This is an optimization exercise on Yosys and OpenROAD, whose aim is small area and a short achievable clock period, not a production implementation.
The RTL was checked by simulation tests, not by an equivalence proof against the original design.
No driver is modelled on the clock port, so clock power and skew are understated where the tree is cut down; a real chip needs a root buffer or a tree.
Power figures rest on the tool's default switching activity, not on a simulated workload.

Setup of v6:
## multiplier
module multiplier(clk, INPUT_A, INPUT_B, RES);
  input clk;
  input [7:0] INPUT_A, INPUT_B;
  output reg [15:0] RES;
  reg [7:0] a_r, b_r;
  reg r2_p0;
  reg r2_p1;
  reg r2_p2;
  reg r2_p3;
  reg r2_p4;
  reg r2_cin;
  reg r2_g5;
  reg r2_q5;
  reg r2_g6;
  reg r2_q6;
  reg r2_g7;
  reg r2_q7;
  reg r2_g8;
  reg r2_q8;
  reg r2_g9;
  reg r2_q9;
  reg r2_g10;
  reg r2_q10;
  reg r2_g11;
  reg r2_q11;
  reg r2_g12;
  reg r2_q12;
  reg r2_g13;
  reg r2_q13;
  reg r2_g14;
  reg r2_q14;
  wire [15:0] prod;
  wire pp1;
  wire pp2;
  wire pp3;
  wire pp4;
  wire pp5;
  wire pp6;
  wire pp7;
  wire pp8;
  wire pp9;
  wire pp10;
  wire pp11;
  wire pp12;
  wire pp13;
  wire pp14;
  wire pp15;
  wire pp16;
  wire pp17;
  wire pp18;
  wire pp19;
  wire pp20;
  wire pp21;
  wire pp22;
  wire pp23;
  wire pp24;
  wire pp25;
  wire pp26;
  wire pp27;
  wire pp28;
  wire pp29;
  wire pp30;
  wire pp31;
  wire pp32;
  wire pp33;
  wire pp34;
  wire pp35;
  wire pp36;
  wire pp37;
  wire pp38;
  wire pp39;
  wire pp40;
  wire pp41;
  wire pp42;
  wire pp43;
  wire pp44;
  wire pp45;
  wire pp46;
  wire pp47;
  wire pp48;
  wire pp49;
  wire pp50;
  wire pp51;
  wire pp52;
  wire pp53;
  wire pp54;
  wire pp55;
  wire pp56;
  wire pp57;
  wire pp58;
  wire pp59;
  wire pp60;
  wire pp61;
  wire pp62;
  wire pp63;
  wire pp64;
  wire s65;
  wire c66;
  wire s67;
  wire c68;
  wire s69;
  wire c70;
  wire s71;
  wire c72;
  wire s73;
  wire c74;
  wire s75;
  wire c76;
  wire s77;
  wire c78;
  wire s79;
  wire c80;
  wire s81;
  wire c82;
  wire s83;
  wire c84;
  wire s85;
  wire c86;
  wire s87;
  wire c88;
  wire s89;
  wire c90;
  wire s91;
  wire c92;
  wire s93;
  wire c94;
  wire s95;
  wire c96;
  wire s97;
  wire c98;
  wire s99;
  wire c100;
  wire s101;
  ...
For scale: ~58 flip-flops, roughly 33 I/O pins, ~2800 um2 of cells after synthesis.
Settings: LEC_CHECK=0, CAP_MARGIN=20, CORE_MARGIN=2, CORE_UTILIZATION=40, SLEW_MARGIN=20, SYNTH_HIERARCHICAL=1; clock period 4.0 ns.
standard.sh (not shown) runs the stock make flow with config.mk's settings and CLKGATE_MAP_FILE= SYNTH_SCRIPT=/design/flow/synth_recipe.tcl, a recipe that flattens the netlist after the stock synthesis.
==> flow/flow/run.sh <==
#!/bin/bash
# Own layout flow: the standard flow (standard.sh) with the standard synthesis
# unchanged, small port buffers, and (flow/skew.tcl, run after clock tree synthesis)
# a separate delayed clock branch for the internal pipeline register.
# Each step writes its full output to its own log file here.
set -euo pipefail
here=$(pwd)
extra=()
while IFS= read -r line; do
  [[ -z "$line" || "$line" == \#* ]] && continue
  extra+=("${line//@HERE@/$here}")
done < flow/extra.txt
bash standard.sh synth > "$here/synth.log" 2>&1
bash standard.sh "${extra[@]}" floorplan > "$here/floorplan.log" 2>&1
bash standard.sh "${extra[@]}" place > "$here/place.log" 2>&1
bash standard.sh "${extra[@]}" cts > "$here/cts.log" 2>&1
bash standard.sh "${extra[@]}" route > "$here/route.log" 2>&1
bash standard.sh "${extra[@]}" finish > "$here/finish.log" 2>&1
Other scripts of this flow, unchanged in this note and not shown: flow/flow/extra.txt, flow/flow/skew.tcl, flow/flow/skew_body.tcl
Inputs modified between v6 and v7:
# v6
export LEC_CHECK = 0
export CAP_MARGIN = 20
export CORE_MARGIN = 2
export CORE_UTILIZATION = 40
export SLEW_MARGIN = 20
export SYNTH_HIERARCHICAL = 1
create_clock -name core_clock -period 4.0 [get_ports {clk}]
# v7
export LEC_CHECK = 0
export CAP_MARGIN = 20
export CORE_MARGIN = 2
export CORE_UTILIZATION = 40
export CTS_CLUSTER_DIAMETER = 100
export CTS_CLUSTER_SIZE = 30
export SLEW_MARGIN = 20
export SYNTH_HIERARCHICAL = 1
create_clock -name core_clock -period 4.0 [get_ports {clk}]
--- outcome ---
From v7 to v6, final cycle utilization of the critical path did not move at all.
Number of global-route vias before repair across v7 and v6: no real change.
v6 -> v7: largest fanout on the critical path delta 0, exact match
Diff v6..v7 | max-slew violation count | unchanged
Comparing v6 with v7, the slew at the pin closest to its max-slew limit came out essentially unchanged.
Diff v7..v6 | fmax | unchanged
Re area of the mapped netlist: no difference whatsoever between v7 and v6.
Comparing v6 against v7, there is no change at all in minimum period implied by the final worst setup slack.
Pin count of the biggest net entering global routing of v6 is on par with v7.
Comparing v7 against v6, there is no change at all in routed wire length.

========
Another version of the RTL of multiplier (not shown whole).
For scale: ~240 cells after synthesis, ~33 I/O pins, about 2700 um^2 of cells after synthesis.
Settings: LEC_CHECK=0, CAP_MARGIN=20, CORE_MARGIN=2, CORE_UTILIZATION=40, PLACE_DENSITY=0.45, SLEW_MARGIN=20, SYNTH_HIERARCHICAL=1; clock period 4.0 ns.
==> flow/flow/extra.txt <==
# make variables for the layout steps (one per line; @HERE@ is the work folder)
BUFFER_PORTS_ARGS=-buffer_cell sky130_fd_sc_hd__buf_1
MATCH_CELL_FOOTPRINT=0
POST_CTS_TCL=@HERE@/flow/skew.tcl
SKEW_PATTERN=r2_*
SKEW_CLOCK_PORT=clk
SKEW_DRIVER=sky130_fd_sc_hd__clkbuf_16
SKEW_CANDIDATES=none sky130_fd_sc_hd__clkbuf_1 sky130_fd_sc_hd__clkbuf_2 sky130_fd_sc_hd__clkdlybuf4s15_1 sky130_fd_sc_hd__clkdlybuf4s18_1 sky130_fd_sc_hd__clkdlybuf4s25_1 sky130_fd_sc_hd__clkdlybuf4s50_1 sky130_fd_sc_hd__clkdlybuf4s50_1+sky130_fd_sc_hd__clkbuf_1 sky130_fd_sc_hd__clkdlybuf4s50_1+sky130_fd_sc_hd__clkbuf_2 sky130_fd_sc_hd__clkdlybuf4s50_1+sky130_fd_sc_hd__clkdlybuf4s15_1 sky130_fd_sc_hd__clkdlybuf4s50_1+sky130_fd_sc_hd__clkdlybuf4s18_1 sky130_fd_sc_hd__clkdlybuf4s50_1+sky130_fd_sc_hd__clkdlybuf4s25_1 sky130_fd_sc_hd__clkdlybuf4s50_1+sky130_fd_sc_hd__clkdlybuf4s50_1
SKEW_HOLD_MARGIN=0.05
SKEW_MAIN_DRIVER=sky130_fd_sc_hd__clkbuf_16
SKEW_RESIZE=a_r*=sky130_fd_sc_hd__dfxtp_2 b_r*=sky130_fd_sc_hd__dfxtp_2
SKEW_SETUP_PUSH=0.3
==> flow/flow/skew_body.tcl <==
# POST_CTS hook: give the internal pipeline register (cells matching SKEW_PATTERN)
# its own clock branch, a buffer chain from the clock port whose delay balances
# the register-to-register paths into and out of it. The registers that face
# the ports stay on the standard clock tree. Hold is repaired afterwards.
set pattern $::env(SKEW_PATTERN)
set block [ord::get_db_block]
set db [ord::get_db]
set_propagated_clock [all_clocks]

set flops {}
foreach inst [$block getInsts] {
  if {[string match $pattern [$inst getName]] && [$inst findITerm CLK] ne "NULL"} { lappend flops $inst }
}
puts "SKEW: [llength $flops] registers match $pattern"
set clk_net [[$block findBTerm $::env(SKEW_CLOCK_PORT)] getNet]

# centroid of the skewed registers
set sx 0; set sy 0
foreach f $flops { lassign [$f getLocation] x y; set sx [expr {$sx + $x}]; set sy [expr {$sy + $y}] }
set cx [expr {int($sx / [llength $flops])}]
set cy [expr {int($sy / [llength $flops])}]

# move the registers to a new net
set old_nets {}
set skew_net [odb::dbNet_create $block skew_clk_leaf]
$skew_net setSigType CLOCK
foreach f $flops {
  set it [$f findITerm CLK]
  set n [$it getNet]
  if {$n ne "NULL"} { lappend old_nets $n }
  $it disconnect
  $it connect $skew_net
}

set chain {}
set chain_nets {}
proc build_chain {cells} {
  global block db chain chain_nets clk_net skew_net cx cy
  foreach i $chain { odb::dbInst_destroy $i }
  foreach n $chain_nets { odb::dbNet_destroy $n }
  set chain {}; set chain_nets {}
  set prev $clk_net
  set k 0
  set ncell [llength $cells]
  foreach c $cells {
    incr k
    set inst [odb::dbInst_create $block [$db findMaster $c] skew_clk_buf_$k]
    $inst setLocation [expr {$cx + 2000 * $k}] $cy
    $inst setPlacementStatus PLACED
    [$inst findITerm A] connect $prev
    if {$k == $ncell} {
      set out $skew_net
    } else {
      set out [odb::dbNet_create $block skew_clk_n$k]
      $out setSigType CLOCK
      lappend chain_nets $out
    }
    [$inst findITerm X] connect $out
    lappend chain $inst
    set prev $out
  }
}

# remove clock tree buffers left without loads
proc prune_tree {} {
  global block
  set again 1
  while {$again} {
    set again 0
    foreach inst [$block getInsts] {
      set m [[$inst getMaster] getName]
      if {![string match *clkbuf* $m] && ![string match *clkinv* $m] && ![string match *bufinv* $m] && ![string match *inv_* $m]} { continue }
      if {![string match clk* [$inst getName]]} { continue }
      set out [$inst findITerm X]
      if {$out eq "NULL"} { set out [$inst findITerm Y] }
      if {$out eq "NULL"} { continue }
      set n [$out getNet]
      if {$n eq "NULL" || [llength [$n getITerms]] <= 1 && [llength [$n getBTerms]] == 0} {
        puts "SKEW: removing unloaded clock cell [$inst getName]"
        odb::dbInst_destroy $inst
        if {$n ne "NULL"} { odb::dbNet_destroy $n }
        set again 1
      }
    }
  }
}
# optionally replace the rest of the tree by one buffer from the port (small designs)
if {[info exists ::env(SKEW_MAIN_DRIVER)] && $::env(SKEW_MAIN_DRIVER) ne ""} {
  set main {}
  foreach inst [$block getInsts] {
    if {[lsearch -exact $flops $inst] >= 0} { continue }
    set it [$inst findITerm CLK]
    if {$it eq "NULL" || ![[$inst getMaster] isSequential]} { continue }
    lappend main $inst
  }
  set mx 0; set my 0
  foreach f $main { lassign [$f getLocation] x y; set mx [expr {$mx + $x}]; set my [expr {$my + $y}] }
  set mx [expr {int($mx / [llength $main])}]
  set my [expr {int($my / [llength $main])}]
  set main_net [odb::dbNet_create $block main_clk_leaf]
  $main_net setSigType CLOCK
  foreach f $main {
    set it [$f findITerm CLK]
    $it disconnect
    $it connect $main_net
  }
  set mb [odb::dbInst_create $block [$db findMaster $::env(SKEW_MAIN_DRIVER)] main_clk_buf]
  $mb setLocation $mx $my
  $mb setPlacementStatus PLACED
  [$mb findITerm A] connect $clk_net
  [$mb findITerm X] connect $main_net
  puts "SKEW: [llength $main] other registers on one $::env(SKEW_MAIN_DRIVER)"
}
prune_tree

# optional drive-strength changes, "pattern=master" pairs in SKEW_RESIZE
if {[info exists ::env(SKEW_RESIZE)]} {
  foreach pair $::env(SKEW_RESIZE) {
    lassign [split $pair =] pat master
    foreach inst [$block getInsts] {
      if {[string match $pat [$inst getName]]} {
        $inst swapMaster [$db findMaster $master]
      }
    }
    puts "SKEW: resized $pat to $master"
  }
}

proc choose_chain {} {
  global best best_ws drv
  set best ""
  set best_ws -1e9
  foreach cand $::env(SKEW_CANDIDATES) {
    set cells [concat [split $cand +] $drv]
    if {$cand eq "none"} { set cells $drv }
    build_chain $cells
    estimate_parasitics -placement
    set ws [worst_slack -max]
    puts "SKEW: chain $cells worst setup slack $ws"
    if {$ws > $best_ws + 0.005} { set best_ws $ws; set best $cells }
  }
  puts "SKEW: chosen chain $best ($best_ws)"
  build_chain $best
  estimate_parasitics -placement
}
set drv $::env(SKEW_DRIVER)
choose_chain
if {[info exists ::env(SKEW_SETUP_PUSH)] && $::env(SKEW_SETUP_PUSH) > 0} {
  set ws [worst_slack -max]
  repair_timing -setup -setup_margin [expr {$ws + $::env(SKEW_SETUP_PUSH)}] -skip_pin_swap -skip_gate_cloning -skip_buffering -verbose
  estimate_parasitics -placement
  puts "SKEW: after setup push: [worst_slack -max]"
  choose_chain
}
build_chain $best
estimate_parasitics -placement
# registers of the skewed group whose own paths do not need the delay, but whose
# hold it would break, go back to the main branch
if {[info exists main_net]} {
  foreach f $flops {
    set pin [get_pins "[$f getName]/D"]
    set hp [find_timing_paths -to $pin -path_delay min]
    if {[llength $hp] == 0} { continue }
    set hs [get_property [lindex $hp 0] slack]
    if {$hs >= 0.05} { continue }
    set it [$f findITerm CLK]
    $it disconnect; $it connect $main_net
    estimate_parasitics -placement
    set ws [worst_slack -max]
    if {$ws < $best_ws - 0.01} {
      $it disconnect; $it connect $skew_net
      estimate_parasitics -placement
    } else {
      puts "SKEW: [$f getName] (hold slack $hs) back on the main branch, setup $ws"
    }
  }
}
detailed_placement
estimate_parasitics -placement
puts "SKEW: after placement: setup [worst_slack -max] hold [worst_slack -min]"
repair_timing -hold -hold_margin $::env(SKEW_HOLD_MARGIN) -verbose
detailed_placement
check_placement -verbose
estimate_parasitics -placement
puts "SKEW: final: setup [worst_slack -max] hold [worst_slack -min]"
Scripts as last shown in full above: flow/flow/run.sh
Other scripts of this flow, unchanged in this note and not shown: flow/flow/skew.tcl
Edit:
--- a/flow/config.mk
+++ b/flow/config.mk
@@ -10,2 +10,2 @@
-export CORE_UTILIZATION = 40
-export PLACE_DENSITY = 0.45
+export CORE_UTILIZATION = 65
+export PLACE_DENSITY = 0.8
After rerunning:
- The changed run completed without violations
- final area went down by 1.8%
- first-iteration DRC count went down by 41%
- global-route usage went up by 8.8 points
- worst hold slack gets better by 5.4 ps
- via count went up by 5.6%
- final cell count went down by 8.5%
- wire length went up by 3.4%
Edit:
--- a/flow/flow/extra.txt
+++ b/flow/flow/extra.txt
@@ -12 +11,0 @@
-SKEW_SETUP_PUSH=0.3
--- a/flow/flow/skew_body.tcl
+++ b/flow/flow/skew_body.tcl
@@ -129,15 +129,7 @@
-proc choose_chain {} {
-  global best best_ws drv
-  set best ""
-  set best_ws -1e9
-  foreach cand $::env(SKEW_CANDIDATES) {
-    set cells [concat [split $cand +] $drv]
-    if {$cand eq "none"} { set cells $drv }
-    build_chain $cells
-    estimate_parasitics -placement
-    set ws [worst_slack -max]
-    puts "SKEW: chain $cells worst setup slack $ws"
-    if {$ws > $best_ws + 0.005} { set best_ws $ws; set best $cells }
-  }
-  puts "SKEW: chosen chain $best ($best_ws)"
-  build_chain $best
+set best ""
+set best_ws -1e9
+set drv $::env(SKEW_DRIVER)
+foreach cand $::env(SKEW_CANDIDATES) {
+  set cells [concat [split $cand +] $drv]
+  if {$cand eq "none"} { set cells $drv }
+  build_chain $cells
@@ -144,0 +137,3 @@
+  set ws [worst_slack -max]
+  puts "SKEW: chain $cells worst setup slack $ws"
+  if {$ws > $best_ws + 0.005} { set best_ws $ws; set best $cells }
@@ -146,9 +141 @@
-set drv $::env(SKEW_DRIVER)
-choose_chain
-if {[info exists ::env(SKEW_SETUP_PUSH)] && $::env(SKEW_SETUP_PUSH) > 0} {
-  set ws [worst_slack -max]
-  repair_timing -setup -setup_margin [expr {$ws + $::env(SKEW_SETUP_PUSH)}] -skip_pin_swap -skip_gate_cloning -skip_buffering -verbose
-  estimate_parasitics -placement
-  puts "SKEW: after setup push: [worst_slack -max]"
-  choose_chain
-}
+puts "SKEW: chosen chain $best ($best_ws)"
@@ -156,22 +142,0 @@
-estimate_parasitics -placement
-# registers of the skewed group whose own paths do not need the delay, but whose
-# hold it would break, go back to the main branch
-if {[info exists main_net]} {
-  foreach f $flops {
-    set pin [get_pins "[$f getName]/D"]
-    set hp [find_timing_paths -to $pin -path_delay min]
-    if {[llength $hp] == 0} { continue }
-    set hs [get_property [lindex $hp 0] slack]
-    if {$hs >= 0.05} { continue }
-    set it [$f findITerm CLK]
-    $it disconnect; $it connect $main_net
-    estimate_parasitics -placement
-    set ws [worst_slack -max]
-    if {$ws < $best_ws - 0.01} {
-      $it disconnect; $it connect $skew_net
-      estimate_parasitics -placement
-    } else {
-      puts "SKEW: [$f getName] (hold slack $hs) back on the main branch, setup $ws"
-    }
-  }
-}
--- a/flow/config.mk
+++ b/flow/config.mk
@@ -10,2 +10 @@
-export CORE_UTILIZATION = 65
-export PLACE_DENSITY = 0.8
+export CORE_UTILIZATION = 40
=> Combinational power shrinks by a few percent; setup slack improved by 35 ps; synthesized cell count is unchanged; critical path depth rises by 1; global-route usage decreases by 9.1 points; design area increases by a few percent; core utilization fell by 27 points; die area increases by well over a third; area after synthesis does not change; via count went down slightly.
No run of this note takes its clock network from TritonCTS; it comes from the design's own scripts or RTL.

[afterwards: timing with drivers on the ports]
No port has a modelled driver above. Below, the same layouts with a new extraction and two added sets of constraints. Step 1, drivers: a clkbuf_16 drives clk and a buf_2 each remaining input, both assumed. Step 2, shift: input delay + t, output delay - t, t = (earliest + latest rising clock arrival at the registers) / 2. This alone moves slack from input paths to output paths. Three values: no drivers, after step 1, after step 2; two values: the first two.
run | t, ns | slack for setup (ns) | worst setup path after step 2 | clock arrival spread, ns
v6 | 0.523 | 1.607 / 1.606 / 1.606 | register to register | 0.397 / 0.397
v7 | 0.523 | 1.607 / 1.606 / 1.606 | register to register | 0.397 / 0.397
the first run of note 2 | 0.555 | 1.618 / 1.617 / 1.617 | register to register | 0.679 / 0.679
the second run of note 2 | 0.556 | 1.919 / 1.920 / 1.920 | register to register | 0.680 / 0.678
the third run of note 2 | 0.514 | 1.954 / 1.954 / 1.954 | register to register | 0.611 / 0.610
In every run listed the clock reaches the registers at very different times; t lies between them, and the last value is a rough guide only.
